From an optimization exercise on the open Yosys and OpenROAD flow, aimed at small area; shortcuts taken in it are not production practice. Only simulation tests tie the RTL to the original design; equivalence was not proved. Power is estimated from default activity; no workload was simulated.

--- flow/run.sh ---
#!/bin/bash
# synth_recipe.tcl (not shown) runs the flow's synth.tcl, then flattens the netlist and writes it again
# the make line also repeats each setting of config.mk as NAME=value (left out here)
make -C /OpenROAD-flow-scripts/flow DESIGN_CONFIG=/design/flow/config.mk WORK_HOME=/design/flow/orfs CLKGATE_MAP_FILE= SYNTH_SCRIPT=/design/flow/synth_recipe.tcl finish
--- flow/config.mk ---
export PLATFORM = sky130hd
export DESIGN_NAME = uart
export DESIGN_NICKNAME = uart
export VERILOG_FILES = /design/flow/design.v
export SDC_FILE = /design/flow/constraint.sdc
export NUM_CORES = 4
export LEC_CHECK = 0
export CAP_MARGIN = 20
export CORE_MARGIN = 2
export CORE_UTILIZATION = 65
export CTS_BUF_LIST = sky130_fd_sc_hd__clkbuf_8
export CTS_CLUSTER_DIAMETER = 55
export CTS_CLUSTER_SIZE = 17
export PLACE_DENSITY = 0.75
export SLEW_MARGIN = 20
--- flow/constraint.sdc ---
create_clock -name core_clock -period 10.0 [get_ports {clk}]
set_input_delay 2.0000 -clock core_clock [delete_from_list [all_inputs] [get_ports {clk}]]
set_output_delay 2.0000 -clock core_clock [all_outputs]
set_load 0.01 [all_outputs]
--- flow/design.v ---
module Divide_By_N_Counter (clk, enable, reset, OUT, COUNT);
    input clk, enable, reset;
    output reg [3:0] COUNT;
    output OUT;
    assign OUT = &COUNT;
    always @ (posedge clk or posedge reset) begin
        if (reset)
            COUNT <= 4'b0;
        else if (enable)
            COUNT <= COUNT + 1'b1;
    end
endmodule
module ClockGenNM(clock, enable, reset, N, Nout);
    input clock, enable, reset;
    input [31:0] N;
    output reg Nout;
    reg [31:0] d;
    wire        hit  = ~|d[31:7];
    wire [7:0]  slo  = {1'b0, N[6:0]} + {1'b0, d[6:0]};
    wire [24:0] hi   = hit ? N[31:7] : d[31:7];
    wire [24:0] hi_n = (hit && slo[7]) ? N[31:7] : hi - 1'b1;
    wire [6:0]  lo_n = hit ? slo[6:0] : d[6:0];
    always @ (posedge clock, posedge reset)
    begin
        if (reset)
        begin
            Nout <= 1'b0;
            d    <= 32'b0;
        end
        else if (enable)
        begin
            d <= {hi_n, lo_n};
            if (hit)
                Nout <= ~Nout;
        end
    end
endmodule
module BAUD_GEN(clk, enable, BRD, reset, Nout);
    input clk, reset, enable;
    input [31:0] BRD;
    output Nout;
    ClockGenNM baudGen
    (
        .clock  (clk),
        .enable (enable),
        .reset  (reset),
        .N      (BRD),
        .Nout   (Nout)
    );
endmodule
module FIFO(
        output reg [8:0] DataOut,
        output     [8:0] Head,
        input      [8:0] DataIn,
        input            read, write, clk, reset, ClearOV,
        output     [2:0] states
        );
        reg [4:0] top;
        reg       OV;
        reg [143:0] Stack;            
        wire Empty = top[4];
        wire Full  = (top == 5'd15);
        assign states = {Empty, Full, OV};
        assign Head = Stack[9*top[3:0] +: 9];
        wire do_read  = read && !Empty;
        wire do_write = write && !Full;
        always @ (posedge clk)
        begin
            if (do_write)
                Stack <= {Stack[134:0], DataIn};
        end
        always @ (posedge clk, posedge reset)
        begin
            if (reset) begin
                DataOut <= 9'b0;
                top     <= 5'b11111;
                OV      <= 1'b0;
            end
            else begin
                if (do_read)
                    DataOut <= Head;
                if (do_read && !do_write)
                    top <= top - 1'b1;
                else if (do_write && !do_read)
                    top <= top + 1'b1;
                if (write && Full)
                    OV <= 1'b1;
                else if (ClearOV)
                    OV <= 1'b0;
            end
        end
endmodule
module TXFIFO(
        output reg [8:0] DataOut,
        input      [8:0] DataIn,
        input            read, wreq, clk, reset, ClearOV,
        output     [2:0] states
        );
        reg [4:0] top;                
        reg       pend;
        reg       ovset;
        reg       OV;
        reg [143:0] Stack;            
        wire Empty = pend ? (top == 5'd0) : top[4];
        wire Full  = !pend && (top == 5'd15);
        assign states = {Empty, Full, OV};
        wire do_read = read && !Empty;
        wire shift   = wreq && !((top == 5'd15) && !do_read);
        always @ (posedge clk)
        begin
            if (shift)
                Stack <= {Stack[134:0], DataIn};
        end
        always @ (posedge clk, posedge reset)
        begin
            if (reset) begin
                DataOut <= 9'b0;
                top     <= 5'b11111;
                pend    <= 1'b0;
                ovset   <= 1'b0;
                OV      <= 1'b0;
            end
            else begin
                pend  <= shift;
                ovset <= wreq && !shift;
                if (do_read)
                    DataOut <= Stack[9*top[3:0] +: 9];
                if (do_read && !shift)
                    top <= top - 1'b1;
                else if (shift && !do_read)
                    top <= top + 1'b1;
                if (ovset)
                    OV <= 1'b1;
                else if (ClearOV)
                    OV <= 1'b0;
            end
        end
endmodule
module transmitter (
    input       clk,
    input       reset,
    input       tx_tick,           
    input       tx_request,        
    input [8:0] tx_data,           
    input [1:0] parityMode,        
    input       wordSize,          
    output      tx_take,           
    output reg  tx_out             
    );
    parameter START    = 4'd0,    
              A        = 4'd1,    
              G        = 4'd7,    
              H        = 4'd8,    
              I        = 4'd9,    
              J        = 4'd10,   
              IDLE     = 4'd11,   
              IDLE_REQ = 4'd12;   
    reg [3:0] state;
    reg [3:0] COUNT;
    wire pulse  = &COUNT;                        
    wire commit = tx_tick && (COUNT == 4'd14);   
    wire parity = (parityMode != 2'b0);
    assign tx_take = !pulse && (state == IDLE) && !tx_request;
    always @ (posedge clk or posedge reset)
    begin
        if (reset)
            COUNT <= 4'b0;
        else if (tx_tick)
            COUNT <= COUNT + 1'b1;
    end
    always @ (posedge clk or posedge reset)
    begin
        if (reset)
        begin
            state  <= IDLE;
            tx_out <= 1'b1;
        end
        else if (!pulse)
        begin
            if (state == START)
                tx_out <= 1'b0;
            else if (state == J)
                tx_out <= 1'b1;
            else if (state <= I)
                tx_out <= tx_data[state - A];
            if (commit)
            begin
                if (state == IDLE)
                    state <= tx_request ? IDLE : START;
                else if (state == IDLE_REQ)
                    state <= START;
                else if (state == G)
                    state <= wordSize ? H : (parity ? I : J);
                else if (state == H)
                    state <= parity ? I : J;
                else if (state == J)
                    state <= IDLE;
                else
                    state <= state + 1'b1;
            end
            else if (tx_take)
                state <= IDLE_REQ;
        end
    end
endmodule
module reciever (
    input       clk,
    input       reset,
    input       rx_tick,           
    input [1:0] parityMode,        
    input       wordSize,          
    output reg  FE,                
    input       clearFE,
    input       rxIn_pin,          
    output      rx_done,           
    output reg [8:0] rx_data       
    );
    parameter FINDFALLINGEDGE = 4'd0,
              VERIFYSTART     = 4'd1,
              B0              = 4'd2,
              B6              = 4'd8,
              B7              = 4'd9,
              BP              = 4'd10,
              STOP            = 4'd11,
              IDLE            = 4'd12;
    reg [3:0] state;
    reg       lag;
    reg [3:0] phase;
    reg       maj;         
    reg       same;        
    wire last_phase = (phase == 4'd15);
    wire decide = rx_tick && !lag && last_phase &&
                  (state != IDLE) && (state != FINDFALLINGEDGE);
    assign rx_done = decide && (state == STOP);
    always @ (posedge clk or posedge reset)
    begin
        if (reset)
            FE <= 1'b0;
        else if (rx_done && !maj)
            FE <= 1'b1;
        else if (clearFE)
            FE <= 1'b0;
    end
    always @ (posedge clk or posedge reset)
    begin
        if (reset)
        begin
            state   <= IDLE;
            lag     <= 1'b0;
            phase   <= 4'b0;
            rx_data <= 9'b0;
            maj     <= 1'b0;
            same    <= 1'b0;
        end
        else if (rx_tick)
        begin
            if (lag)
            begin
                lag <= 1'b0;
                if (state != VERIFYSTART)
                    phase <= phase + 1'b1;
            end
            else if (state == IDLE)
            begin
                phase <= rxIn_pin ? phase + 1'b1 : 4'd0;
                if (phase >= 4'd8)
                begin
                    state <= FINDFALLINGEDGE;
                    lag   <= 1'b1;
                end
            end
            else if (state == FINDFALLINGEDGE)
            begin
                if (!rxIn_pin)
                begin
                    state <= VERIFYSTART;
                    lag   <= 1'b1;
                    phase <= 4'd0;
                end
            end
            else
            begin
                phase <= phase + 1'b1;
                if (phase == 4'd7)
                    maj <= rxIn_pin;
                if (phase == 4'd8)
                    same <= (rxIn_pin == maj);
                if (phase == 4'd9 && !same)
                    maj <= rxIn_pin;
                if (last_phase)
                begin
                    lag <= 1'b1;
                    if (state == VERIFYSTART)
                        state <= maj ? IDLE : B0;
                    else if (state < B6)
                    begin
                        rx_data[state - B0] <= maj;
                        state <= state + 1'b1;
                    end
                    else if (state == B6)
                    begin
                        rx_data[6] <= maj;
                        if (!wordSize && parityMode == 2'b0)
                        begin
                            rx_data[8:7] <= 2'b00;
                            state <= STOP;
                        end
                        else if (wordSize)
                            state <= B7;
                        else
                            state <= BP;
                    end
                    else if (state == B7)
                    begin
                        rx_data[7] <= maj;
                        if (parityMode != 2'b0)
                            state <= BP;
                        else
                        begin
                            rx_data[8] <= 1'b0;
                            state <= STOP;
                        end
                    end
                    else if (state == BP)
                    begin
                        rx_data[8] <= maj;
                        state <= STOP;
                    end
                    else
                        state <= IDLE;
                end
            end
        end
    end
endmodule
module uart (
    clk,
    reset,
    address,
    chipselect,
    writedata,
    readdata,
    write,
    read,
    uart_clk_out,
    uart_rx,
    uart_tx
);
    input   clk, reset;
    input            read, write, chipselect;
    input [2:0]      address;
    input [31:0]     writedata;
    output reg [31:0] readdata;
    input        uart_rx;
    output       uart_clk_out;
    output       uart_tx;
    reg [6:0]  STATUS;
    reg [31:0] CONTROL;
    reg [31:0] BRD;
    reg last_write;
    reg last_read;
    reg rdFIFO;
    reg W1C_STROBE;
    reg clr_rxo, clr_txo, clr_fe;
    wire [8:0] rx_head;
    wire [8:0] tx_word;
    wire [2:0] states_txfifo;
    wire [2:0] states_rxfifo;
    wire       FE;
    wire sel = chipselect;
    wire wr_data = write && sel && (address == 3'd0) && !last_write;
    wire wr_stat = write && sel && (address == 3'd1) && !W1C_STROBE;
    wire wr_ctrl = write && sel && (address == 3'd2);
    wire wr_brd  = write && sel && (address == 3'd3);
    wire rd_data = read && sel && (address == 3'd0) && !last_read;
    always @ (posedge clk or posedge reset)
    begin
        if (reset)
        begin
            last_write <= 1'b0;
            last_read  <= 1'b0;
        end
        else
        begin
            last_write <= write;
            last_read  <= read;
        end
    end
    always @ (posedge clk or posedge reset)
    begin
        if (reset)
        begin
            readdata <= 32'b0;
            rdFIFO   <= 1'b0;
        end
        else
        begin
            rdFIFO <= rd_data;
            if (read && sel && (address == 3'd1))
                readdata <= {25'b0, STATUS};
            else if (read && sel && (address == 3'd2))
                readdata <= CONTROL;
            else if (read && sel && (address == 3'd3))
                readdata <= BRD;
            else if (rdFIFO)
                readdata <= {23'b0, states_rxfifo[2] ? 9'b0 : rx_head};
        end
    end
    always @ (posedge clk or posedge reset)
    begin
        if (reset)
            STATUS <= 7'b010_0100;
        else if (W1C_STROBE)
            STATUS <= STATUS & ~{clr_fe, 2'b00, clr_txo, 2'b00, clr_rxo};
        else
            STATUS <= {FE, states_txfifo, states_rxfifo};
    end
    always @ (posedge clk or posedge reset)
    begin
        if (reset)
        begin
            CONTROL    <= 32'd0;
            BRD        <= 32'b0;
            W1C_STROBE <= 1'b0;
            clr_rxo    <= 1'b0;
            clr_txo    <= 1'b0;
            clr_fe     <= 1'b0;
        end
        else
        begin
            W1C_STROBE <= wr_stat && (writedata[0] || writedata[3] || writedata[6] || writedata[7]);
            clr_rxo    <= wr_stat && writedata[0];
            clr_txo    <= wr_stat && writedata[3];
            clr_fe     <= wr_stat && writedata[6];
            if (wr_ctrl)
                CONTROL <= writedata;
            else
                CONTROL[4] <= uart_clk_out;
            if (wr_brd)
                BRD <= writedata;
        end
    end
    wire baud;
    reg  baud_q;
    BAUD_GEN baudGen
    (
        .clk    (clk),
        .enable (CONTROL[3]),
        .reset  (reset),
        .BRD    (BRD),
        .Nout   (baud)
    );
    assign uart_clk_out = baud;
    always @ (posedge clk or posedge reset)
    begin
        if (reset)
            baud_q <= 1'b0;
        else
            baud_q <= baud;
    end
    wire tick = baud && !baud_q;
    wire tx_take;
    reg  tx_take_q;
    reg  rd_tx_fifo;
    wire rx_done;
    reg  rx_done_q;
    reg  wr_rx_fifo;
    always @ (posedge clk or posedge reset)
    begin
        if (reset)
        begin
            tx_take_q   <= 1'b0;
            rd_tx_fifo  <= 1'b0;
            rx_done_q   <= 1'b0;
            wr_rx_fifo  <= 1'b0;
        end
        else
        begin
            tx_take_q   <= tx_take;
            rd_tx_fifo  <= tx_take_q;
            rx_done_q   <= rx_done;
            wr_rx_fifo  <= rx_done_q;
        end
    end
    transmitter tx
    (
        .clk        (clk),
        .reset      (reset),
        .tx_tick    (tick),
        .tx_request (STATUS[5]),
        .tx_data    (tx_word),
        .parityMode (CONTROL[2:1]),
        .wordSize   (CONTROL[0]),
        .tx_take    (tx_take),
        .tx_out     (uart_tx)
    );
    TXFIFO txfifo
    (
        .DataIn   (writedata[8:0]),
        .DataOut  (tx_word),
        .wreq     (wr_data),
        .read     (rd_tx_fifo),
        .clk      (clk),
        .reset    (reset),
        .states   (states_txfifo),
        .ClearOV  (clr_txo)
    );
    wire [8:0] received;
    reciever rx
    (
        .clk        (clk),
        .reset      (reset),
        .rx_tick    (tick),
        .parityMode (CONTROL[2:1]),
        .wordSize   (CONTROL[0]),
        .FE         (FE),
        .clearFE    (clr_fe),
        .rxIn_pin   (uart_rx),
        .rx_done    (rx_done),
        .rx_data    (received)
    );
    FIFO rxfifo
    (
        .DataIn   (received),
        .DataOut  (),
        .Head     (rx_head),
        .write    (wr_rx_fifo),
        .read     (rdFIFO),
        .clk      (clk),
        .reset    (reset),
        .states   (states_rxfifo),
        .ClearOV  (clr_rxo)
    );
endmodule
==> impl_metrics.ini, run 1 <==
[timing]
rsz0062_at_grt = false
tns_ns = 0
fin_crit_sh = 0.469
fmax_mhz = 213
fin_crit_ns = 4.69
setup_viol = 0
final_max_slew_viol_count = 0
worstMarginPinSlew_ns = 1.13
slew_headroom = 0.243
hold_viol = 0
finClkSkew_ns = 0.0275

[detailed_routing]
vias_per_cell = 6.46
drt_first_iter_violations = 1329
via_count = 13100
ant_nets = 0
first_pass_iters = 5
drt-wirelength-per-cell_um = 22.0
routed_wl_mm = 44.4
drc = 0

[critical_path]
cp_cell_sequence = clkdlybuf4s50_1, nor2b_1, and2_1, nand3_1, inv_4, buf_4
crit_cells = 6
regToRegStartpoint = txfifo.top[1]
crit_buf_inv = 3
slowest_delay_ns = 0.90
path_class = in -> reg
r2r_setup_slack_ns = 5.32
worstPathRequired_ns = 10.18
crit_path_start_kind = input port
crit_path_end_kind = flop
reg2reg_to = txfifo.Stack[128]
worstPathMaxFanout = 86
crit_start = chipselect
critPathTopFamily = buffers and inverters
worstSetupEndpoint = txfifo.Stack[128]
rr_worst_depth = 7
slowest_stage = buf_4
cp.arrival_ns = 4.87

[grt]
antenna_found_initial = 0
grt_max_degree = 126
overflow = 0
grt_usage = 0.261
grt_pass1_wl_mm = 72.3
grt_pass1_vias = 12900

[floorplanning]
coreArea_um2 = 33300
fp.dieH_um = 187
die_w_um = 187
num_rows = 67
dieArea_um2 = 35000
initial_core_util = 0.655
ios = 75

[finish]
nNetsFinal = 1622
area_growth_pct = 8.47
num_antenna_cells = 0
drive_gt1_frac = 0.190

[synthesis]
syn_nets = 1577
netlist_area_um2 = 21800
yosysTopAreaCell = edfxtp_1
yosysMostFrequentCell = edfxtp_1
synth_commonest_cells = edfxtp_1 (288), dfrtp_1 (183), o21ai_0 (108), nand2_1 (106), mux4_2 (92)
yosysUniqueCellTypes = 89
ys_ff_latch = 489
synthArstFlopShare = 0.411
yosysWarningCount = 6
synthFlopType = edfxtp_1
synth.top_cell.area_share = 0.397
synth_edf_count = 288
synth_area_per_cell_um2 = 14.5
synthCells = 1499
ys_seq_area_frac = 0.628
synth_area_leaders = edfxtp_1 (40%), dfrtp_1 (21%), mux4_2 (9.5%)

[status]
outcome = timing/DRC/antenna clean

[clocking]
cts_made_buffers = 40
cts.clk_slew.worst_paths_ns = 0.10
cts_hold_buf = 0
htree_levels = 2
clock_latency_ns = 0.58
postCtsSetupRepairBufs = 0
ctsResizeCount = 0
cts_sinks = 489
cts_tree = built
clockBufferDepth = 3
cts_root_buffer = clkbuf_8

[power_and_ir_drop]
ir_worst_vdd_mv = 0.128
p_leak_nw = 8.21
p_per_area_nw_per_um2 = 186
p_total_mw = 4.39

[job]
cap_violations = 0

[placement]
gp_congestion = 0.891
place.detailed.hpwl_mm = 29.0
io_buffers = 74

[worst_hold_path]
whs_path_depth = 0
hold_class = reg -> reg
report_power, final:
group	internal, mW	switching, mW	leakage (nW)
clock network	0.469	0.661	0.447
logic	0.444	0.368	3.02
registers	2.26	0.189	4.74
cells in the final DEF, fill, tap and decap left out, drive strengths merged, types with 11 or more instances in the layout:
| cell | n |
|---|---|
| edfxtp | 288 |
| o21ai | 108 |
| clkbuf | 43 |
| a31oi | 15 |
| nand3 | 30 |
| nand2 | 106 |
| dfrtp | 183 |
| nor4 | 11 |
| nor3 | 22 |
| clkdlybuf4s50 | 73 |
| mux4 | 92 |
| nor2 | 73 |
| dfstp | 18 |
| inv | 51 |
| mux2 | 81 |
| xnor2 | 13 |
| buf | 12 |
| a21oi | 46 |
| nor2b | 19 |
| mux2i | 35 |
| ha | 34 |
| xor2 | 14 |
| a211oi | 15 |
how the worst min path moves through the flow:
stage / startpoint / to / slack [ns]
2_1_floorplan: tx_take_q / rd_tx_fifo / 0.33
3_3_place_gp: rx_done_q / wr_rx_fifo / 0.34
3_5_place_dp: rx_done_q / wr_rx_fifo / 0.34
4_1_cts: rx_done_q / wr_rx_fifo / 0.37
5_1_grt: tx_take_q / rd_tx_fifo / 0.37
6_report: rx_done_q / wr_rx_fifo / 0.36
cells by family after synthesis:
logic type | after synthesis | synth area share
buf+inv | 120 | 0.0240
fa+ha+maj | 37 | 0.0223
compound gates | 281 | 0.0826
flops | 489 | 0.628
simple gates | 336 | 0.0780
xor+xnor | 28 | 0.0119
mux | 208 | 0.153
area by class of cell:
type	count	area (um^2)
clock buffer	43	592
multi-input combinational	890	7610
tap	448	561
clock inverter	27	220
fill	2216	9630
timing repair buffer	85	818
inverter	38	155
sequential	489	13700
routing by layer:
layer  track usage  share of wire  vias up
met2         0.377           0.45      497
li1              -              -     5837
met1         0.421           0.46     6656
met4        0.0662          0.020        0
met3        0.0430          0.073       66
met5             0              0        -
state kept, by name, indices dropped and copies added, names as in the netlist, 9 cells and up:
signal and cells:
CONTROL 32, readdata 32, rx.rx_data 9, BRD 32, txfifo.DataOut 9, txfifo.Stack 144
baudGen.baudGen.d 32, rxfifo.Stack 144
through the flow:
| stage | util | instances | setup slack (ns) | hold WS [ns] | area, um^2 |
|---|---|---|---|---|---|
| finish | 0.711 | 2020 | 5.31 | 0.359 | 23700 |
| global route | 0.711 | 2020 | 4.99 | 0.373 | 23700 |
| CTS | 0.711 | 2020 | 5.38 | 0.367 | 23700 |
| detailed placement | 0.686 | 1950 | 4.73 | 0.342 | 22800 |
| global placement | 0.686 | 1950 | 4.85 | 0.335 | 22800 |
| floorplan | - | 1499 | 2.55 | 0.331 | 21800 |
==> run 2: changes to the inputs <==
--- a/flow/config.mk
+++ b/flow/config.mk
@@ -11,4 +11,4 @@
 export CTS_BUF_LIST = sky130_fd_sc_hd__clkbuf_8
-export CTS_CLUSTER_DIAMETER = 55
-export CTS_CLUSTER_SIZE = 17
+export CTS_CLUSTER_DIAMETER = 50
+export CTS_CLUSTER_SIZE = 14
 export PLACE_DENSITY = 0.75
==> impl_metrics.ini, run 2 <==
[detailed_routing]
ant_nets = 0
routed_wl_mm = 44.8
top_layer = met4
vias_per_cell = 6.47
drc = 0
dr_wl_met2_mm = 19.9
drt_first_iter_violations = 1307
wl_met1_mm = 20.7
first_pass_iters = 6
via_count = 13200
dr_wl_met3_mm = 3.18
drt-wirelength-per-cell_um = 22.0

[worst_hold_path]
hold_class = reg -> reg

[synthesis]
synth.top_cell.area_share = 0.397
synth_area_per_cell_um2 = 14.5
yosysUniqueCellTypes = 89
ys_seq_area_frac = 0.628
synth_edf_count = 288
synthArstFlopShare = 0.411
yosysWarningCount = 6
synthFlopType = edfxtp_1
ys_ff_latch = 489
synth_area_leaders = edfxtp_1 (40%), dfrtp_1 (21%), mux4_2 (9.5%)
netlist_area_um2 = 21800
synth_commonest_cells = edfxtp_1 (288), dfrtp_1 (183), o21ai_0 (108), nand2_1 (106), mux4_2 (92)
yosysMostFrequentCell = edfxtp_1
syn_nets = 1577
synthCells = 1499
yosysTopAreaCell = edfxtp_1

[clocking]
postCtsSetupRepairBufs = 0
cts.clk_slew.worst_paths_ns = 0.09
clock_latency_ns = 0.61
cts_hold_buf = 0
htree_levels = 2
cts_tree = built
cts_root_buffer = clkbuf_8
cts_sinks = 489
clockBufferDepth = 3
ctsResizeCount = 0
cts_made_buffers = 46

[finish]
nNetsFinal = 1628
drive_gt1_frac = 0.191
mostFrequentLayoutCells = edfxtp_1 (288), dfrtp_1 (183), o21ai_0 (108)
fillerInstances = 2218
mostFrequentLayoutCell = edfxtp_1
area_growth_pct = 8.97
largest_registers = rxfifo.Stack: 144 flops, txfifo.Stack: 144 flops

[timing]
rsz0062_at_grt = false
finClkSkew_ns = 0.0221
setup_viol = 0
slew_headroom = 0.227
tns_ns = 0
hold_viol = 0
fmax_mhz = 210
fin_crit_ns = 4.77
final_max_slew_viol_count = 0
fin_crit_sh = 0.477
worstMarginPinSlew_ns = 1.16

[floorplanning]
coreArea_um2 = 33300
fp.dieH_um = 187
num_rows = 67
dieArea_um2 = 35000
initial_core_util = 0.655
ios = 75
die_w_um = 187

[job]
cap_violations = 0

[grt]
grt_max_degree = 126
antenna_found_initial = 1
overflow = 0
grt_pass1_wl_mm = 72.6
grt_usage = 0.263
grt_pass1_vias = 12900

[critical_path]
worstPathRequired_ns = 10.23
crit_path_end_kind = flop
crit_path_start_kind = flop
worstPathMaxFanout = 86
r2r_setup_slack_ns = 5.23
path_class = reg -> reg
cp.arrival_ns = 5.00

[power_and_ir_drop]
p_leak_nw = 8.30
ir_worst_vdd_mv = 0.131
p_total_mw = 4.48
p_per_area_nw_per_um2 = 188

[placement]
io_buffers = 74
gp_congestion = 0.891
place.detailed.hpwl_mm = 29.0

[status]
outcome = timing/DRC/antenna clean
==> run 2: cell count changes in the layout (fill, tap and decap cells not counted), sizes merged <==
cell / change
bufinv: +1
clkbuf: +5
clkinv: +1
clkinvlp: -1
diode: +1
inv: +7
==> run 2: worst paths after layout <==
path / startpoint / endpoint / depth (start not counted)
min: rx_done_q / wr_rx_fifo / 0
min reg2reg: rx_done_q / wr_rx_fifo / 0
min in group asynchronous: reset / CONTROL[15] / 2
max: txfifo.top[1] / txfifo.Stack[22] / 7
max reg2reg: txfifo.top[1] / txfifo.Stack[22] / 7
max in group asynchronous: reset / baudGen.baudGen.d[29] / 3
==> run 2: cells by family (layout without fill, tap and decap cells) <==
| kind of cell | Yosys count | after routing | synth area share |
|---|---|---|---|
| AO/OA/AOI/OAI | 281 | 281 | 0.0826 |
| XOR/XNOR | 28 | 28 | 0.0119 |
| adder cells (fa/ha/maj) | 37 | 37 | 0.0223 |
| buffers and inverters | 120 | 206 | 0.0240 |
| flip-flops | 489 | 489 | 0.628 |
| multiplexers | 208 | 208 | 0.153 |
| other | 0 | 1 | 0 |
| AND/OR/NAND/NOR | 336 | 336 | 0.0780 |
==> run 2: area by class of cell <==
cell class                 instances  area (um^2)  share of cell area
tap                              448          561              0.0236
multi-input combinational        890         7610               0.320
inverter                          38          155             0.00653
clock inverter                    35          258              0.0108
antenna                            1         2.50            0.000105
sequential                       489        13700               0.577
timing repair buffer              85          818              0.0344
clock buffer                      48          661              0.0278
==> run 2: stage by stage <==
step	util	cells	hold slack (ns)	instance area, um^2	worst slack [ns]
after floorplan	-	1499	0.331	21800	2.55
after global placement	0.686	1950	0.335	22800	4.85
after detailed placement	0.686	1950	0.342	22800	4.73
after CTS	0.714	2033	0.361	23800	5.34
after global routing	0.714	2034	0.376	23800	4.94
final	0.714	2034	0.354	23800	5.23
==> run 2: critical path: stages, from the launching register on <==
cell	delay, ns
dfstp_2	1.23
nor4_1	0.14
a31oi_1	0.29
nand2_1	0.37
nand2_1	0.36
nand3_1	0.36
inv_4	0.64
buf_4	0.88
==> run 2: layer usage <==
layer	up-vias	global-route usage
li1	5842	-
met1	6734	0.422
met2	508	0.378
met3	67	0.0477
met4	0	0.0711
met5	-	0
==> run 2: where the power goes <==
part           total, mW  internal [mW]  switching (mW)
sequential          2.45           2.26           0.188
combinational      0.812          0.444           0.368
clock               1.22          0.537           0.680
==> run 3: changes to the inputs <==
--- a/flow/design.v
+++ b/flow/design.v
@@ -17,7 +17,6 @@
     reg [31:0] d;
-    wire        hit  = ~|d[31:7];
-    wire [7:0]  slo  = {1'b0, N[6:0]} + {1'b0, d[6:0]};
-    wire [24:0] hi   = hit ? N[31:7] : d[31:7];
-    wire [24:0] hi_n = (hit && slo[7]) ? N[31:7] : hi - 1'b1;
-    wire [6:0]  lo_n = hit ? slo[6:0] : d[6:0];
+    wire        hit    = enable && ~|d[31:7];
+    wire [7:0]  slo    = {1'b0, N[6:0]} + {1'b0, d[6:0]};
+    wire [24:0] hi     = hit ? N[31:7] : d[31:7];
+    wire        borrow = enable && !(hit && slo[7]);
     always @ (posedge clock, posedge reset)
@@ -29,7 +28,10 @@
         end
-        else if (enable)
+        else
         begin
-            d <= {hi_n, lo_n};
+            d[31:7] <= hi - borrow;
             if (hit)
-                Nout <= ~Nout;
+            begin
+                d[6:0] <= slo[6:0];
+                Nout   <= ~Nout;
+            end
         end
==> flow/flow/run.sh (new file) <==
#!/bin/bash
# Own layout flow: the standard ORFS flow (standard.sh, the standard flow's synthesis
# script) with these changes:
#  - Yosys's ABC step maps for area (flow/abc_area.script in place of ORFS's
#    abc_speed.script; the registers are mapped before ABC and do not change);
#  - port buffers use the smallest buffer (buf_1) instead of clkdlybuf4s50_1;
#  - clock tree: clkbuf_8 leaf buffers, 14-sink clusters, no dummy loads.
set -euo pipefail
here=$(pwd)
rm -rf "$here/scripts"
cp -r "$FLOW_HOME/scripts" "$here/scripts"
cp "$here/flow/abc_area.script" "$here/scripts/abc_speed.script"
export SCRIPTS_DIR="$here/scripts"
export BUFFER_PORTS_ARGS="-buffer_cell sky130_fd_sc_hd__buf_1"
export CTS_ARGS="-sink_clustering_enable -repair_clock_nets -dont_use_dummy_load -buf_list sky130_fd_sc_hd__clkbuf_8 -sink_clustering_size 14 -sink_clustering_max_diameter 50"
bash standard.sh > standard_flow.log 2>&1
==> flow/flow/abc_area.script (new file) <==
&get -n
&st
&dch
&nf -R 1000
&put
==> flow/standard.sh (new file) <==
#!/bin/bash
# synth_recipe.tcl (not shown) runs the flow's synth.tcl, then flattens the netlist and writes it again
# the make line also repeats each setting of config.mk as NAME=value (left out here)
make -C /OpenROAD-flow-scripts/flow DESIGN_CONFIG=/design/flow/config.mk WORK_HOME=/design/flow/orfs CLKGATE_MAP_FILE= SYNTH_SCRIPT=/design/flow/synth_recipe.tcl "${@:-finish}"
--- a/flow/config.mk
+++ b/flow/config.mk
@@ -10,5 +10,2 @@
 export CORE_UTILIZATION = 65
-export CTS_BUF_LIST = sky130_fd_sc_hd__clkbuf_8
-export CTS_CLUSTER_DIAMETER = 50
-export CTS_CLUSTER_SIZE = 14
 export PLACE_DENSITY = 0.75
removed: flow/run.sh
==> impl_metrics.ini, run 3 <==
[clocking]
clockBufferDepth = 3
cts_tree = built
cts_root_buffer = clkbuf_8
ctsResizeCount = 0
postCtsSetupRepairBufs = 0
htree_levels = 2
clock_latency_ns = 0.57
cts_hold_buf = 0
cts_made_buffers = 45
cts_sinks = 489
cts.clk_slew.worst_paths_ns = 0.09

[grt]
antenna_found_initial = 0
grt_pass1_wl_mm = 61.0
grt_max_degree = 122
grt_pass1_vias = 11400
grt_usage = 0.236
overflow = 0

[finish]
stdcell_area_um2 = 21600
mostFrequentLayoutCells = edfxtp_1 (288), dfrtp_1 (183), nand2_1 (88)
fillerInstances = 2026
multi_input_area_um2 = 6140
area_growth_pct = 7.72
num_antenna_cells = 0
fin_util = 0.709
largest_registers = rxfifo.Stack: 144 flops, txfifo.Stack: 144 flops
nNetsFinal = 1487
sequential_cell_area_um2 = 13700
final_cells = 1802
mostFrequentLayoutCell = edfxtp_1
drive_gt1_frac = 0.114

[status]
outcome = timing/DRC/antenna clean

[detailed_routing]
via_count = 11300
drt-wirelength-per-cell_um = 20.8
first_pass_iters = 6
routed_wl_mm = 37.4
vias_per_cell = 6.29
ant_nets = 0
drt_first_iter_violations = 946
drc = 0

[placement]
io_buffers = 74
placed_area_um2 = 20900
place.detailed.hpwl_mm = 23.8
gp_congestion = 0.875
post-place-cells = 1757

[floorplanning]
initial_core_util = 0.658
coreArea_um2 = 30400
dieArea_um2 = 32200
die_w_um = 180
num_rows = 64
fp.dieH_um = 180
ios = 75

[synthesis]
yosysMostFrequentCell = edfxtp_1
yosysUniqueCellTypes = 52
synthArstFlopShare = 0.411
ys_seq_area_frac = 0.684
synth.top_cell.area_share = 0.432
synthFlopType = edfxtp_1
netlist_area_um2 = 20000
synth_commonest_cells = edfxtp_1 (288), dfrtp_1 (183), nand2_1 (88), nor2_1 (84), mux2_1 (76)
synthCells = 1273
synth_edf_count = 288
synth_area_leaders = edfxtp_1 (43%), dfrtp_1 (23%), mux4_2 (8.3%)
syn_nets = 1352
synth_area_per_cell_um2 = 15.7
yosysTopAreaCell = edfxtp_1
yosysWarningCount = 6
ys_ff_latch = 489

[timing]
fin_crit_ns = 4.45
fin_crit_sh = 0.445
hold_viol = 0
slew_headroom = 0.252
fmax_mhz = 225
worstMarginPinSlew_ns = 1.12
final_max_slew_viol_count = 0
tns_ns = 0
finClkSkew_ns = 0.0311
setup_viol = 0
rsz0062_at_grt = false

[critical_path]
crit_path_start_kind = flop
worstPathMaxFanout = 96
crit_path_end_kind = flop
worstPathRequired_ns = 10.18
path_class = reg -> reg
cp.arrival_ns = 4.62

[power_and_ir_drop]
ir_worst_vdd_mv = 0.178
p_per_area_nw_per_um2 = 209
p_leak_nw = 7.85
p_total_mw = 4.51

[worst_hold_path]
hold_class = reg -> reg

[job]
cap_violations = 0
-- run 3: changes by cell type in the layout (fill, tap and decap cells not counted), sizes merged, moves of 10 or more --
cell,delta
a21oi,+15
clkdlybuf4s50,-73
a221oi,+10
xnor2,+13
inv,-55
buf,+76
nand2,-18
a222oi,+23
o21ai,-48
nor2,+11
mux2i,-35
a211oi,-12
mux4,-18
clkinv,+43
-- run 3: worst max-delay path, stage by stage, from the launching register on --
cell     delay, ns
dfstp_2       0.80
nor2_1        0.09
buf_4         0.19
a41oi_1       0.25
and2_0        0.80
nor2_1        0.13
or4_1         0.51
inv_4         0.48
buf_6         0.72
-- run 3: report_power, final --
part / internal [mW] / total, mW / leakage (nW) / switching [mW]
Clock: 0.402 / 0.995 / 0.324 / 0.593
Combinational: 0.485 / 1.04 / 2.42 / 0.558
Sequential: 2.32 / 2.47 / 5.11 / 0.155
-- run 3: cell families (layout without fill, tap and decap cells) --
group	count (synthesis)	in the layout	share of synthesized area
buffers and inverters	57	190	0.0107
AND/OR/NAND/NOR	269	269	0.0611
adder cells (fa/ha/maj)	38	38	0.0249
multiplexers	150	150	0.126
AO/OA/AOI/OAI	222	222	0.0721
flip-flops	489	489	0.684
XOR/XNOR	48	48	0.0210
-- run 3: path summary, 6_finish.rpt --
check,start,end,slack [ns],cells past startpoint
max,txfifo.top[2],txfifo.Stack[37],5.55,8
min,rx_done_q,wr_rx_fifo,0.35,0
max reg2reg,txfifo.top[2],txfifo.Stack[37],5.55,8
min reg2reg,rx_done_q,wr_rx_fifo,0.35,0
max in group asynchronous,reset,STATUS[0],7.13,3
min in group asynchronous,reset,last_write,1.60,2
-- run 3: stage by stage --
stage | worst slack (ns) | hold WS, ns
2_1_floorplan | 3.76 | 0.331
3_3_place_gp | 5.05 | 0.339
3_5_place_dp | 4.96 | 0.351
4_1_cts | 5.26 | 0.350
5_1_grt | 5.24 | 0.352
6_report | 5.55 | 0.346
-- run 3: cell type report --
cell class,instances,area share
Sequential cell,489,0.635
Multi-Input combinational cell,727,0.284
Clock buffer,45,0.0287
Tap cell,396,0.0230
Timing Repair Buffer,88,0.0181
Inverter,57,0.0105
-- run 3: per-layer routing --
metal	GRT usage	share of wire
met1	0.354	0.45
met2	0.371	0.48
met4	0.0683	0.023
met3	0.0310	0.050
met5	0	0
==> run 4: changes to the inputs <==
==> flow/flow/abc_area.script (replaced) <==
&get -n
&st
&dch
&nf -R 1000
&put
buffer -c
topo
stime -c
dnsize -c
==> impl_metrics.ini, run 4 <==
[synthesis]
synth_commonest_cells = edfxtp_1 (288), dfrtp_1 (183), nand2_1 (88), nor2_1 (84), mux2_2 (76)
synthArstFlopShare = 0.411
synth.top_cell.area_share = 0.427
yosysWarningCount = 6
ys_seq_area_frac = 0.677
syn_nets = 1408
ys_ff_latch = 489
synth_edf_count = 288
synth_area_per_cell_um2 = 15.2
synthFlopType = edfxtp_1
yosysTopAreaCell = edfxtp_1
synth_area_leaders = edfxtp_1 (43%), dfrtp_1 (23%), mux4_2 (8.2%)
synthCells = 1329
yosysMostFrequentCell = edfxtp_1
netlist_area_um2 = 20200
yosysUniqueCellTypes = 57

[critical_path]
worstPathRequired_ns = 10.18
crit_path_start_kind = flop
slowest_stage = dfstp_2
r2r_setup_slack_ns = 5.69
slowest_delay_ns = 0.79
crit_path_end_kind = flop
path_class = reg -> reg
cpMostUsedCell = nor2_1
cp.arrival_ns = 4.49
cp_cell_sequence = nor2_1, a41oi_1, and2_1, nor2_1, or4_1, inv_4, buf_6
crit_buf_inv = 2
critPathTopFamily = simple AND/OR/NAND/NOR gates
worstPathMaxFanout = 97

[power_and_ir_drop]
p_total_mw = 4.52
p_leak_nw = 8.02
ir_worst_vdd_mv = 0.130
p_per_area_nw_per_um2 = 210

[clocking]
clock_latency_ns = 0.57
cts_root_buffer = clkbuf_8
ctsResizeCount = 0
cts.clk_slew.worst_paths_ns = 0.10
clockBufferDepth = 3
postCtsSetupRepairBufs = 0
cts_made_buffers = 44
cts_hold_buf = 0
cts_tree = built
htree_levels = 2
cts_sinks = 489

[timing]
setup_viol = 0
setup_slack_ns = 5.69
worstMarginPinSlew_ns = 1.06
fin_crit_sh = 0.431
tns_ns = 0
final_max_slew_viol_count = 0
fmax_mhz = 232
hold_viol = 0
slew_headroom = 0.292
finClkSkew_ns = 0.0452
rsz0062_at_grt = false
fin_crit_ns = 4.31

[floorplanning]
coreArea_um2 = 30600
initial_core_util = 0.662
fp.dieH_um = 180
die_w_um = 180
dieArea_um2 = 32600
ios = 75
num_rows = 64

[detailed_routing]
via_count = 11300
routed_wl_mm = 37.3
drt_first_iter_violations = 1026
drc = 0
drt-wirelength-per-cell_um = 20.8
vias_per_cell = 6.30
first_pass_iters = 6
ant_nets = 0

[status]
outcome = timing/DRC/antenna clean

[worst_hold_path]
hold_class = reg -> reg

[finish]
sequential_cell_area_um2 = 13700
mostFrequentLayoutCell = edfxtp_1
nNetsFinal = 1484
mostFrequentLayoutCells = edfxtp_1 (288), dfrtp_1 (183), nand2_1 (88)
fillerInstances = 2070
multi_input_area_um2 = 6130
final_cells = 1799
drive_gt1_frac = 0.168
largest_registers = rxfifo.Stack: 144 flops, txfifo.Stack: 144 flops
area_growth_pct = 6.39
num_antenna_cells = 0

[placement]
io_buffers = 74
post-place-cells = 1755
place.detailed.hpwl_mm = 23.9
dpl_worst_slack_ns = 4.97
gp_congestion = 0.859

[grt]
overflow = 0
grt_usage = 0.234
grt_pass1_wl_mm = 60.9
grt_max_degree = 123
grt_pass1_vias = 11300
antenna_found_initial = 0

[job]
cap_violations = 0
run 4: changes by cell type after synthesis, sizes merged:
cell and delta:
inv +56, buf +13, clkinv -56, clkbuf +43
run 4: area by class of cell:
cell class	count	share of cell area
multi-input combinational	727	0.285
tap	396	0.0230
inverter	57	0.0105
sequential	489	0.636
clock buffer	44	0.0281
timing repair buffer	86	0.0173
run 4: power by group:
| part | switching, mW | internal, mW |
|---|---|---|
| clock | 0.595 | 0.393 |
| sequential | 0.155 | 2.32 |
| combinational | 0.556 | 0.499 |
run 4: final timing paths:
kind                          startpoint         endpoint  depth (start not counted)
max                        txfifo.top[2]  txfifo.Stack[9]                          7
min                            rx_done_q       wr_rx_fifo                          0
max reg2reg                txfifo.top[2]  txfifo.Stack[9]                          7
min reg2reg                    rx_done_q       wr_rx_fifo                          0
max in group asynchronous          reset    rx.rx_data[0]                          3
min in group asynchronous          reset       last_write                          2
run 4: stage by stage:
step | cell area [um^2] | util | hold slack [ns]
finish | 21500 | 0.704 | 0.363
global route | 21500 | 0.704 | 0.386
CTS | 21500 | 0.704 | 0.367
detailed placement | 20900 | 0.684 | 0.345
global placement | 20900 | 0.684 | 0.339
floorplan | 20200 | - | 0.331
run 4: cell families after synthesis:
kind of cell             count (synthesis)  synth area share
AO/OA/AOI/OAI                          222            0.0713
AND/OR/NAND/NOR                        269            0.0605
adder cells (fa/ha/maj)                 38            0.0246
XOR/XNOR                                48            0.0208
flip-flops                             489             0.677
multiplexers                           150             0.125
buffers and inverters                  113            0.0213
run 4: routing by layer:
| metal | wire [um] | track usage | vias up |
|---|---|---|---|
| met5 | 0 | 0 | - |
| met4 | 745 | 0.0594 | 0 |
| met3 | 1860 | 0.0354 | 61 |
| met2 | 17900 | 0.367 | 316 |
| met1 | 16800 | 0.353 | 5803 |
| li1 | - | - | 5162 |
run 4: worst register-to-register path, stage by stage (launching register included):
cell,delay (ns)
dfstp_2,0.79
nor2_1,0.28
a41oi_1,0.29
and2_1,0.64
nor2_1,0.13
or4_1,0.50
inv_4,0.48
buf_6,0.75
==> run 5: changes to the inputs <==
==> flow/flow/abc_area.script (replaced) <==
strash
dch -f
amap
==> impl_metrics.ini, run 5 <==
[critical_path]
cp.arrival_ns = 5.48
reg2reg_to = baudGen.baudGen.d[24]
slowest_delay_ns = 0.55
worstPathRequired_ns = 10.49
r2r_setup_slack_ns = 5.01
crit_path_end_kind = flop
slowest_stage = or4_1
regToRegStartpoint = baudGen.baudGen.d[9]
crit_start = baudGen.baudGen.d[9]
rr_worst_depth = 16
cpMostUsedCell = or4_1
worstSetupEndpoint = baudGen.baudGen.d[24]
worstPathMaxFanout = 18
crit_path_start_kind = flop
cp_cell_sequence = or4_1, or4_1, nor4_2, clkinv_1, o22ai_1, ha_1, nand3_1, nor3_1, clkinv_1, or4_1, or4_1, nor2_1, clkinv_1, nor3_1, nor2_1, a21oi_1
path_class = reg -> reg

[finish]
fillerInstances = 2095
final_cells = 2038
drive_gt1_frac = 0.0561
mostFrequentLayoutCells = edfxtp_1 (288), dfrtp_1 (183), clkinv_1 (142)
area_growth_pct = 7.95
largest_registers = rxfifo.Stack: 144 flops, txfifo.Stack: 144 flops
nNetsFinal = 1722
mostFrequentLayoutCell = edfxtp_1

[synthesis]
netlist_area_um2 = 19900
yosysWarningCount = 6
synthCells = 1502
syn_nets = 1581
ys_ff_latch = 489
synth_commonest_cells = edfxtp_1 (288), dfrtp_1 (183), clkinv_1 (145), nor2_1 (115), o21ai_0 (109)
synth_area_leaders = edfxtp_1 (43%), dfrtp_1 (23%), a22oi_1 (3.6%)
yosysMostFrequentCell = edfxtp_1
synthFlopType = edfxtp_1
synthArstFlopShare = 0.411
synth_area_per_cell_um2 = 13.3
yosysTopAreaCell = edfxtp_1
synth_edf_count = 288
synth.top_cell.area_share = 0.434
ys_seq_area_frac = 0.688
yosysUniqueCellTypes = 41

[detailed_routing]
drt_first_iter_violations = 1408
via_count = 13400
drt-wirelength-per-cell_um = 20.7
routed_wl_mm = 42.1
first_pass_iters = 5
ant_nets = 0
vias_per_cell = 6.57
drc = 0

[grt]
grt_max_degree = 138
antenna_found_initial = 1
grt_pass1_wl_mm = 68.1
overflow = 0
grt_usage = 0.269
grt_pass1_vias = 12900

[timing]
fin_crit_ns = 4.99
fmax_mhz = 201
finClkSkew_ns = 0.0499
holdWs_ns = 0.345
setup_viol = 0
rsz0062_at_grt = false
final_max_slew_viol_count = 0
worstMarginPinSlew_ns = 1.04
fin_crit_sh = 0.499
tns_ns = 0
slew_headroom = 0.305
hold_viol = 0

[power_and_ir_drop]
ir_worst_vdd_mv = 0.213
p_per_area_nw_per_um2 = 226
p_total_mw = 4.85
p_leak_nw = 7.53

[worst_hold_path]
hold_class = reg -> reg

[floorplanning]
coreArea_um2 = 30300
dieArea_um2 = 32100
fp.dieH_um = 179
ios = 75
die_w_um = 179
initial_core_util = 0.656
num_rows = 64

[clocking]
postCtsSetupRepairBufs = 0
cts_sinks = 489
htree_levels = 2
cts_root_buffer = clkbuf_8
cts_hold_buf = 0
clock_latency_ns = 0.57
cts_made_buffers = 45
ctsResizeCount = 0
cts_tree = built
cts.clk_slew.worst_paths_ns = 0.09
clockBufferDepth = 3

[job]
cap_violations = 0

[status]
outcome = timing/DRC/antenna clean

[placement]
post-place-cells = 1992
place.detailed.hpwl_mm = 26.5
gp_congestion = 0.891
io_buffers = 74
## run 5: cell families (layout without fill, tap and decap cells)
| kind of cell | Yosys count | in the layout | synth area share |
|---|---|---|---|
| AO/OA/AOI/OAI | 564 | 564 | 0.200 |
| flip-flops | 489 | 489 | 0.688 |
| AND/OR/NAND/NOR | 266 | 266 | 0.0602 |
| buffers and inverters | 145 | 284 | 0.0273 |
| adder cells (fa/ha/maj) | 38 | 38 | 0.0250 |
| other | 0 | 1 | 0 |
## run 5: worst min path at each step
stage,from,to,slack [ns],cells past startpoint
3_5_place_dp,rx_done_q,wr_rx_fifo,0.34,0
4_1_cts,rx_done_q,wr_rx_fifo,0.35,0
2_1_floorplan,tx_take_q,rd_tx_fifo,0.33,0
6_report,rx_done_q,wr_rx_fifo,0.34,0
3_3_place_gp,rx_done_q,wr_rx_fifo,0.33,0
5_1_grt,rx_done_q,wr_rx_fifo,0.37,0
## run 5: worst max-delay path, delay by kind of cell, from the launching register on
kind | cells | cell delay [ns]
AO/OA/AOI/OAI | 2 | 0.41
adder cells (fa/ha/maj) | 1 | 0.21
flip-flops | 1 | 0.39
AND/OR/NAND/NOR | 10 | 3.10
buffers and inverters | 3 | 0.81
## run 5: metrics by stage
stage          cell area (um^2)  setup slack (ns)   util
2_1_floorplan             19900             0.458      -
4_1_cts                   21500              5.04  0.708
6_report                  21500              5.01  0.708
5_1_grt                   21500              4.52  0.708
3_3_place_gp              20900              4.53  0.688
3_5_place_dp              20900              4.44  0.688
## run 5: area by class of cell
| class | instances | area [um^2] | area share |
|---|---|---|---|
| inverters | 145 | 554 | 0.0258 |
| multi-input cells | 868 | 5700 | 0.265 |
| repair buffers | 94 | 428 | 0.0199 |
| flip-flops and latches | 489 | 13700 | 0.637 |
| clock buffers | 45 | 619 | 0.0288 |
| well taps | 396 | 495 | 0.0230 |
| diodes | 1 | 2.50 | 0.000116 |
## run 5: power breakdown
group	internal (mW)	leakage, nW	switching, mW
Combinational	0.487	2.18	0.810
Clock	0.402	0.324	0.600
Sequential	2.35	5.02	0.204
Total	3.24	7.53	1.61
## run 5: layer usage
metal | GRT usage | share of wire | up-vias
met5 | 0 | 0 | -
li1 | - | - | 6220
met2 | 0.408 | 0.46 | 470
met3 | 0.0350 | 0.061 | 74
met1 | 0.416 | 0.45 | 6627
met4 | 0.0752 | 0.023 | 0
==> run 6: changes to the inputs <==
--- a/flow/flow/run.sh
+++ b/flow/flow/run.sh
@@ -14,3 +14,3 @@
 export BUFFER_PORTS_ARGS="-buffer_cell sky130_fd_sc_hd__buf_1"
-export CTS_ARGS="-sink_clustering_enable -repair_clock_nets -dont_use_dummy_load -buf_list sky130_fd_sc_hd__clkbuf_8 -sink_clustering_size 14 -sink_clustering_max_diameter 50"
+export CTS_ARGS="-sink_clustering_enable -repair_clock_nets -dont_use_dummy_load -buf_list sky130_fd_sc_hd__clkbuf_8 -sink_clustering_size 18 -sink_clustering_max_diameter 60"
 bash standard.sh > standard_flow.log 2>&1
==> flow/flow/abc_area.script (replaced) <==
&get -n
&st
&dch
&nf -R 1000
&put
==> impl_metrics.ini, run 6 <==
[status]
outcome = timing/DRC/antenna clean

[synthesis]
syn_nets = 1352
synth_area_per_cell_um2 = 15.7
ys_seq_area_frac = 0.684
synthAdderAreaFrac = 0.0249
synth_compound_area_frac = 0.0721
synth_xor_xnor_area_share = 0.0210
synthCells = 1273
synthFlopType = edfxtp_1
synth_area_leaders = edfxtp_1 (43%), dfrtp_1 (23%), mux4_2 (8.3%)
synthArstFlopShare = 0.411
synth.top_cell.area_share = 0.432
yosysWarningCount = 6
synth_top_family_by_area = multiplexers
yosysUniqueCellTypes = 52
yosys.area_share.simple = 0.0611
yosysTopAreaCell = edfxtp_1
synth_mux_area_frac = 0.126
netlist_area_um2 = 20000
ys_ff_latch = 489
synth_commonest_cells = edfxtp_1 (288), dfrtp_1 (183), nand2_1 (88), nor2_1 (84), mux2_1 (76)
yosysMostFrequentCell = edfxtp_1
synth_edf_count = 288

[clocking]
postCtsSetupRepairBufs = 0
clockBufferDepth = 3
cts_hold_buf = 0
cts_sinks = 489
cts_root_buffer = clkbuf_8
cts.clk_slew.worst_paths_ns = 0.10
htree_levels = 2
ctsResizeCount = 0
cts_made_buffers = 35
cts_tree = built
clock_latency_ns = 0.58

[critical_path]
worstPathRequired_ns = 10.17
crit_cells = 8
crit_buf_inv = 3
regToRegStartpoint = txfifo.top[2]
r2r_setup_slack_ns = 5.56
rr_worst_depth = 8
cp.arrival_ns = 4.61
cp_cell_sequence = nor2_1, buf_4, a41oi_1, and2_0, nor2_1, or4_1, inv_4, buf_6
worstSetupEndpoint = txfifo.Stack[142]
critPathTopFamily = simple AND/OR/NAND/NOR gates
slowest_stage = and2_0
worstPathMaxFanout = 96
crit_path_end_kind = flop
path_class = reg -> reg
reg2reg_to = txfifo.Stack[142]
crit_path_start_kind = flop
slowest_delay_ns = 0.81
cpMostUsedCell = nor2_1
crit_start = txfifo.top[2]

[power_and_ir_drop]
p_per_area_nw_per_um2 = 205
ir_worst_vdd_mv = 0.133
p_leak_nw = 7.79

[timing]
fmax_mhz = 225
final_max_slew_viol_count = 0
fin_crit_ns = 4.44
setup_slack_ns = 5.56
holdWs_ns = 0.370
hold_viol = 0
rsz0062_at_grt = false
worstMarginPinSlew_ns = 1.06
tns_ns = 0
fin_crit_sh = 0.444
setup_viol = 0
slew_headroom = 0.289
finClkSkew_ns = 0.0460

[finish]
drive_gt1_frac = 0.108
mostFrequentLayoutCells = edfxtp_1 (288), dfrtp_1 (183), nand2_1 (88)
nNetsFinal = 1478
num_antenna_cells = 0
multi_input_area_um2 = 6140
mostFrequentLayoutCell = edfxtp_1
fillerInstances = 2043
fin_util = 0.705
sequential_cell_area_um2 = 13700
final_cells = 1793
area_growth_pct = 7.17
largest_registers = rxfifo.Stack: 144 flops, txfifo.Stack: 144 flops

[placement]
dpl_worst_slack_ns = 4.96
post-place-cells = 1757
place.detailed.hpwl_mm = 23.8
gp_congestion = 0.875
io_buffers = 74

[floorplanning]
initial_core_util = 0.658
ios = 75
dieArea_um2 = 32200
coreArea_um2 = 30400
die_w_um = 180
fp.dieH_um = 180
num_rows = 64

[detailed_routing]
vias_per_cell = 6.29
drt-wirelength-per-cell_um = 20.7
via_count = 11300
first_pass_iters = 6
drt_first_iter_violations = 1076
routed_wl_mm = 37.2
drc = 0
ant_nets = 0

[job]
cap_violations = 0

[grt]
overflow = 0
grt_pass1_vias = 11300
grt_pass1_wl_mm = 60.7
grt_usage = 0.234
antenna_found_initial = 0
grt_max_degree = 122

[worst_hold_path]
hold_class = reg -> reg
run 6: cell types whose count changed after synthesis, moves of 32 or more:
| cell | change |
|---|---|
| mux4_2 | +74 |
| o21ai_0 | -49 |
| a22oi_1 | -85 |
| o22ai_1 | -74 |
| clkinv_1 | -88 |
| nand2_1 | +32 |
| o22a_1 | -59 |
| mux2_1 | +76 |
run 6: how the worst min path moves through the flow:
stage / start / to / slack (ns) / cells after the start
after floorplan: tx_take_q / rd_tx_fifo / 0.33 / 0
after global placement: rx_done_q / wr_rx_fifo / 0.34 / 0
after detailed placement: rx_done_q / wr_rx_fifo / 0.35 / 0
after CTS: rx_done_q / wr_rx_fifo / 0.38 / 0
after global routing: tx_take_q / rd_tx_fifo / 0.38 / 0
final: tx_take_q / rd_tx_fifo / 0.37 / 0
run 6: routing by layer:
metal,up-vias,global-route usage,part of all wire
met2,300,0.369,0.48
met3,58,0.0342,0.048
met4,0,0.0598,0.024
met5,-,0,0
met1,5772,0.354,0.45
li1,5146,-,-
run 6: report_power, final:
group | leakage [nW] | internal (mW) | switching, mW | total [mW]
Clock | 0.252 | 0.317 | 0.573 | 0.890
Combinational | 2.43 | 0.485 | 0.556 | 1.04
Sequential | 5.11 | 2.32 | 0.154 | 2.47
run 6: logic make-up after synthesis:
group / after synthesis
buffers and inverters: 57
AOI/OAI and AO/OA: 222
xor gates and xnor gates: 48
adders and majority gates: 38
DFF: 489
and+or+nand+nor: 269
muxes: 150
run 6: per-stage QoR:
stage	total power, mW	cell area [um^2]
floorplan	3.28	20000
global placement	3.54	20900
detailed placement	3.57	20900
CTS	4.45	21400
global route	4.65	21500
finish	4.40	21500
run 6: worst register-to-register path: stages, from the launching register on:
cell and delay, ns:
dfstp_2 0.80, nor2_1 0.09, buf_4 0.18, a41oi_1 0.25, and2_0 0.81, nor2_1 0.13, or4_1 0.51, inv_4 0.49
buf_6 0.71
run 6: final cells by class:
cell class	instances	area share
Tap cell	396	0.0231
Clock buffer	35	0.0224
Inverter	57	0.0106
Timing Repair Buffer	89	0.0195
Sequential cell	489	0.638
Multi-Input combinational cell	727	0.286
==> run 7: changes to the inputs <==
--- a/flow/design.v
+++ b/flow/design.v
@@ -294,2 +294,4 @@
                     lag <= 1'b1;
+                    if (state >= B0 && state <= B6)
+                        rx_data[6:0] <= {maj, rx_data[6:1]};
                     if (state == VERIFYSTART)
@@ -297,9 +299,5 @@
                     else if (state < B6)
-                    begin
-                        rx_data[state - B0] <= maj;
                         state <= state + 1'b1;
-                    end
                     else if (state == B6)
                     begin
-                        rx_data[6] <= maj;
                         if (!wordSize && parityMode == 2'b0)
--- a/flow/flow/run.sh
+++ b/flow/flow/run.sh
@@ -6,3 +6,3 @@
 #  - port buffers use the smallest buffer (buf_1) instead of clkdlybuf4s50_1;
-#  - clock tree: clkbuf_8 leaf buffers, 14-sink clusters, no dummy loads.
+#  - clock tree: clkbuf_8 leaf buffers, 18-sink clusters, no dummy loads.
 set -euo pipefail
==> flow/flow/abc_area.script (replaced) <==
strash
dch -f
amap
==> impl_metrics.ini, run 7 <==
[floorplanning]
die_w_um = 178
dieArea_um2 = 31600
fp.dieH_um = 178
ios = 75
coreArea_um2 = 29600
num_rows = 63
initial_core_util = 0.661

[clocking]
ctsResizeCount = 0
postCtsSetupRepairBufs = 0
cts_root_buffer = clkbuf_8
htree_levels = 2
cts_tree = built
clockBufferDepth = 3
cts_hold_buf = 0
cts.clk_slew.worst_paths_ns = 0.10
cts_made_buffers = 35
cts_sinks = 489
clock_latency_ns = 0.57

[grt]
grt_usage = 0.266
overflow = 0
grt_pass1_wl_mm = 66.4
grt_pass1_vias = 12500
antenna_found_initial = 0
grt_max_degree = 134

[timing]
tns_ns = 0
fin_crit_ns = 5.82
hold_viol = 0
final_max_slew_viol_count = 0
holdWs_ns = 0.354
fin_crit_sh = 0.582
rsz0062_at_grt = false
slew_headroom = 0.365
setup_viol = 0
worstMarginPinSlew_ns = 0.952
finClkSkew_ns = 0.0543
fmax_mhz = 172

[synthesis]
synth_area_per_cell_um2 = 13.9
netlist_area_um2 = 19600
synth.top_cell.area_share = 0.441
yosysWarningCount = 6
yosysMostFrequentCell = edfxtp_1
syn_nets = 1481
synth_edf_count = 288
synth_commonest_cells = edfxtp_1 (288), dfrtp_1 (183), clkinv_1 (108), a22oi_1 (95), o22ai_1 (93)
ys_seq_area_frac = 0.699
ys_ff_latch = 489
yosysTopAreaCell = edfxtp_1
yosysUniqueCellTypes = 43
synthCells = 1406
synthFlopType = edfxtp_1
synth_area_leaders = edfxtp_1 (44%), dfrtp_1 (23%), o22a_1 (3.8%)
synthArstFlopShare = 0.411

[power_and_ir_drop]
ir_worst_vdd_mv = 0.141
p_int_mw = 2.97
p_per_area_nw_per_um2 = 202
pwr-share-clk = 0.210
comb_power_share = 0.212
p_leak_nw = 7.21
p_total_mw = 4.25
p_sw_frac = 0.301
switchingPower_mw = 1.28
seqPwrFrac = 0.578

[detailed_routing]
vias_per_cell = 6.78
routed_wl_mm = 41.3
drc = 0
drt-wirelength-per-cell_um = 21.4
first_pass_iters = 5
ant_nets = 0
via_count = 13100
drt_first_iter_violations = 1611

[critical_path]
worstPathMaxFanout = 34
worstPathRequired_ns = 10.50
path_class = reg -> reg
cp.arrival_ns = 6.32
crit_path_end_kind = flop
crit_path_start_kind = flop

[placement]
io_buffers = 74
gp_congestion = 0.900
place.detailed.hpwl_mm = 25.7
post-place-cells = 1891

[worst_hold_path]
hold_class = reg -> reg

[finish]
largest_registers = rxfifo.Stack: 144 flops, txfifo.Stack: 144 flops
fin_util = 0.712
num_antenna_cells = 0
mostFrequentLayoutCells = edfxtp_1 (288), dfrtp_1 (183), clkinv_1 (105)
mostFrequentLayoutCell = edfxtp_1
nNetsFinal = 1615
final_cells = 1928
area_growth_pct = 7.63
drive_gt1_frac = 0.0559

[job]
cap_violations = 0

[status]
outcome = timing/DRC/antenna clean
==> run 7: changes by cell type after synthesis, moves of 23 or more <==
cell and change:
o22ai_1 +87, a22oi_1 +84, o22a_1 +84, mux2_1 -76, mux4_2 -74, clkinv_1 +51
nand2_1 -36, a221oi_1 +28, o221ai_1 +27, xnor2_1 -23
==> run 7: metrics by stage <==
stage / setup WS [ns] / cell area (um^2)
floorplan: 1.28 / 19600
global placement: 4.36 / 20600
detailed placement: 4.21 / 20600
CTS: 4.17 / 21100
global route: 3.51 / 21100
finish: 4.18 / 21100
==> run 7: critical path: stages (launching register included) <==
cell and delay, ns:
dfrtp_1 0.34, clkinv_1 0.11, or4_1 0.47, or4b_1 0.48
or4b_1 0.51, nor4_2 0.20, clkinv_1 0.80, o22ai_1 0.39
ha_1 0.24, ha_1 0.19, and3_1 0.21, nand3_1 0.15
or2_0 0.30, or3_1 0.40, nor4b_1 0.43, clkinv_1 0.16
nor3_1 0.20, nor2_1 0.06, a21oi_1 0.12
==> run 7: logic make-up after synthesis <==
kind of cell             Yosys count  share of synthesized area
AND/OR/NAND/NOR                  226                     0.0535
adder cells (fa/ha/maj)           34                     0.0228
flip-flops                       489                      0.699
XOR/XNOR                           4                    0.00179
buffers and inverters            108                     0.0207
AO/OA/AOI/OAI                    545                      0.202
==> run 7: final timing paths <==
| kind | startpoint | endpoint | slack, ns | cells after the start |
|---|---|---|---|---|
| max | CONTROL[3] | baudGen.baudGen.d[31] | 4.18 | 18 |
| min | rx_done_q | wr_rx_fifo | 0.35 | 0 |
| max reg2reg | CONTROL[3] | baudGen.baudGen.d[31] | 4.18 | 18 |
| min reg2reg | rx_done_q | wr_rx_fifo | 0.35 | 0 |
| max in group asynchronous | reset | BRD[28] | 6.91 | 3 |
| min in group asynchronous | reset | rx.phase[0] | 1.58 | 2 |
==> run 7: power by group through the flow <==
stage	registers [mW]	clock network, mW	logic (mW)
floorplan	2.50	0	0.578
global placement	2.49	0	0.872
detailed placement	2.50	0	0.895
CTS	2.46	0.918	0.900
global route	2.48	0.978	1.00
finish	2.46	0.892	0.901
==> run 7: layer usage <==
| metal | part of all wire | GRT usage | vias up |
|---|---|---|---|
| li1 | - | - | 5951 |
| met1 | 0.45 | 0.403 | 6562 |
| met2 | 0.46 | 0.399 | 482 |
| met3 | 0.066 | 0.0452 | 73 |
| met4 | 0.028 | 0.0861 | 0 |
| met5 | 0 | 0 | - |
==> run 7: layout make-up <==
cell class | instances | area [um^2]
clock buffer | 35 | 482
fill | 2065 | 8540
inverter | 108 | 415
multi-input combinational | 809 | 5530
sequential | 489 | 13700
tap | 390 | 488
timing repair buffer | 97 | 485
==> run 8: changes to the inputs <==
--- a/flow/design.v
+++ b/flow/design.v
@@ -294,4 +294,2 @@
                     lag <= 1'b1;
-                    if (state >= B0 && state <= B6)
-                        rx_data[6:0] <= {maj, rx_data[6:1]};
                     if (state == VERIFYSTART)
@@ -299,5 +297,9 @@
                     else if (state < B6)
+                    begin
+                        rx_data[state - B0] <= maj;
                         state <= state + 1'b1;
+                    end
                     else if (state == B6)
                     begin
+                        rx_data[6] <= maj;
                         if (!wordSize && parityMode == 2'b0)
==> flow/flow/run.sh (replaced) <==
#!/bin/bash
# Own layout flow: the standard ORFS flow (standard.sh, unchanged
# synthesis) with two placement/CTS arguments changed:
#  - port buffers use the smallest buffer (buf_1) instead of clkdlybuf4s50_1;
#  - clock tree: clkbuf_8 leaf buffers, 14-sink clusters, no dummy loads.
set -euo pipefail
export BUFFER_PORTS_ARGS="-buffer_cell sky130_fd_sc_hd__buf_1"
export CTS_ARGS="-sink_clustering_enable -repair_clock_nets -dont_use_dummy_load -buf_list sky130_fd_sc_hd__clkbuf_8 -sink_clustering_size 14 -sink_clustering_max_diameter 50"
bash standard.sh > standard_flow.log 2>&1
removed: flow/flow/abc_area.script
==> impl_metrics.ini, run 8 <==
[status]
outcome = timing/DRC/antenna clean

[synthesis]
synth_edf_count = 288
yosysMostFrequentCell = edfxtp_1
ys_seq_area_frac = 0.648
netlist_area_um2 = 21100
ys_ff_latch = 489
synthFlopType = edfxtp_1
synth.top_cell.area_share = 0.409
synthCells = 1393
synthArstFlopShare = 0.411
syn_nets = 1472
yosysWarningCount = 6
yosysUniqueCellTypes = 73
synth_area_per_cell_um2 = 15.2
synth_commonest_cells = edfxtp_1 (288), dfrtp_1 (183), nand2_1 (99), mux4_2 (92), mux2_2 (81)
yosysTopAreaCell = edfxtp_1
synth_area_leaders = edfxtp_1 (41%), dfrtp_1 (22%), mux4_2 (9.8%)

[critical_path]
r2r_setup_slack_ns = 5.75
crit_path_start_kind = input port
slowest_stage = buf_4
crit_path_end_kind = flop
reg2reg_to = txfifo.Stack[86]
rr_worst_depth = 7
slowest_delay_ns = 0.81
cp.arrival_ns = 4.51
regToRegStartpoint = txfifo.top[1]
cp_cell_sequence = clkbuf_2, buf_4, nor3_1, nand3_1, inv_4, buf_4
worstPathMaxFanout = 75
worstPathRequired_ns = 10.19
path_class = in -> reg
cpMostUsedCell = buf_4

[finish]
nNetsFinal = 1546
mostFrequentLayoutCell = edfxtp_1
num_antenna_cells = 0
stdcell_area_um2 = 22500
mostFrequentLayoutCells = edfxtp_1 (288), dfrtp_1 (183), nand2_1 (98)
drive_gt1_frac = 0.184
largest_registers = rxfifo.Stack: 144 flops, txfifo.Stack: 144 flops
area_growth_pct = 6.34

[timing]
final_max_slew_viol_count = 0
slew_headroom = 0.279
fmax_mhz = 232
hold_viol = 0
tns_ns = 0
fin_crit_ns = 4.31
worstMarginPinSlew_ns = 1.08
rsz0062_at_grt = false
finClkSkew_ns = 0.0600
fin_crit_sh = 0.431
setup_viol = 0

[grt]
overflow = 0
grt_pass1_wl_mm = 65.1
grt_pass1_vias = 12000
grt_max_degree = 132
antenna_found_initial = 1
grt_usage = 0.246

[placement]
io_buffers = 74
placed_area_um2 = 21900
gp_congestion = 0.905
place.detailed.hpwl_mm = 26.1

[floorplanning]
fp.dieH_um = 184
die_w_um = 184
num_rows = 66
ios = 75
coreArea_um2 = 32300
dieArea_um2 = 34000
initial_core_util = 0.654

[clocking]
cts_tree = built
clockBufferDepth = 3
cts.clk_slew.worst_paths_ns = 0.09
ctsResizeCount = 0
htree_levels = 2
cts_root_buffer = clkbuf_8
cts_hold_buf = 0
cts_made_buffers = 44
clock_latency_ns = 0.61
postCtsSetupRepairBufs = 0
cts_sinks = 489

[worst_hold_path]
hold_end = wr_rx_fifo
whs_path_depth = 0
min_from = rx_done_q
hold_class = reg -> reg

[job]
cap_violations = 0

[detailed_routing]
drt-wirelength-per-cell_um = 21.1
drt_first_iter_violations = 943
first_pass_iters = 7
ant_nets = 0
vias_per_cell = 6.25
drc = 0
via_count = 11900
routed_wl_mm = 40.3

[power_and_ir_drop]
p_leak_nw = 8.00
p_per_area_nw_per_um2 = 198
ir_worst_vdd_mv = 0.138
-- run 8: cell type report --
| class | count | area (um^2) |
|---|---|---|
| Clock buffer | 44 | 606 |
| Fill cell | 2222 | 9820 |
| Inverter | 45 | 181 |
| Multi-Input combinational cell | 800 | 7050 |
| Sequential cell | 489 | 13700 |
| Tap cell | 442 | 553 |
| Timing Repair Buffer | 87 | 377 |
-- run 8: worst max-delay path by stage --
stage,end,cells after the start,start
global route,txfifo.Stack[5],7,txfifo.top[1]
CTS,txfifo.Stack[86],7,txfifo.top[1]
global placement,txfifo.Stack[91],6,address[0]
finish,txfifo.Stack[86],6,address[0]
detailed placement,txfifo.Stack[91],6,address[0]
floorplan,BRD[0],1,reset
-- run 8: power by group --
group          switching (mW)  internal [mW]
sequential              0.224           2.30
clock                   0.604          0.393
combinational           0.446          0.473
-- run 8: metal layers --
| metal | vias to the layer above | global-route usage | part of all wire |
|---|---|---|---|
| met4 | 2 | 0.0755 | 0.025 |
| met1 | 6093 | 0.368 | 0.45 |
| met3 | 70 | 0.0476 | 0.060 |
| li1 | 5434 | - | - |
| met2 | 329 | 0.375 | 0.46 |
| met5 | - | 0 | 0.00032 |
-- run 8: per-stage QoR --
stage	setup WS (ns)	std cells	total power, mW	hold slack, ns	util
after floorplan	2.55	1393	3.22	0.331	-
after detailed placement	5.11	1863	3.49	0.337	0.677
after global routing	5.43	1907	4.67	0.337	0.696
final	5.69	1907	4.44	0.332	0.696
after global placement	5.18	1863	3.46	0.332	0.677
after CTS	5.73	1907	4.49	0.339	0.696
-- run 8: logic make-up after synthesis --
group                    Yosys count  share of synthesized area
buffers and inverters            104                     0.0185
adder cells (fa/ha/maj)           38                     0.0236
multiplexers                     211                      0.159
AND/OR/NAND/NOR                  308                     0.0725
XOR/XNOR                          36                     0.0156
flip-flops                       489                      0.648
AO/OA/AOI/OAI                    207                     0.0620
-- run 8: worst max-delay path, delay by kind of cell --
family / cells / cell delay, ns
buffers and inverters: 4 / 1.91
AND/OR/NAND/NOR: 2 / 0.52

## port drivers added, routing unchanged
Ports are ideal in the flow. The routed layouts listed here were re-timed in OpenROAD.
Step 1 sets driving cells, clkbuf_16 on the clock port and buf_2 on the other inputs (assumed; they add their load-dependent delay and slew).
Step 2 times the ports against the registers' clock, not the clock port: input delays grow and output delays shrink by t, the midpoint of the rising clock arrivals with the driver on.
Three values: ideal ports, drivers, drivers and shift; two values: the first two.
run	shift t [ns]	slack for setup (ns)	worst hold slack (ns)
run 1	0.621	5.309 / 5.317 / 4.715	0.359 / 0.359 / 0.359
run 2	0.647	5.231 / 5.231 / 4.703	0.354 / 0.354 / 0.354
run 3	0.597	5.551 / 5.551 / 5.240	0.346 / 0.346 / 0.346
run 4	0.605	5.688 / 5.688 / 5.244	0.363 / 0.363 / 0.363
run 5	0.600	5.015 / 5.015 / 4.474	0.345 / 0.345 / 0.345
run 6	0.609	5.561 / 5.561 / 5.230	0.370 / 0.370 / 0.370
run 7	0.592	4.177 / 4.177 / 4.177	0.354 / 0.354 / 0.354
run 8	0.631	5.687 / 5.717 / 5.086	0.332 / 0.332 / 0.332
After both steps setup and hold are still met in every run listed. For run 8, which loses most, drivers alone change the setup slack by +0.030 ns; drivers and shift together by -0.601 ns.
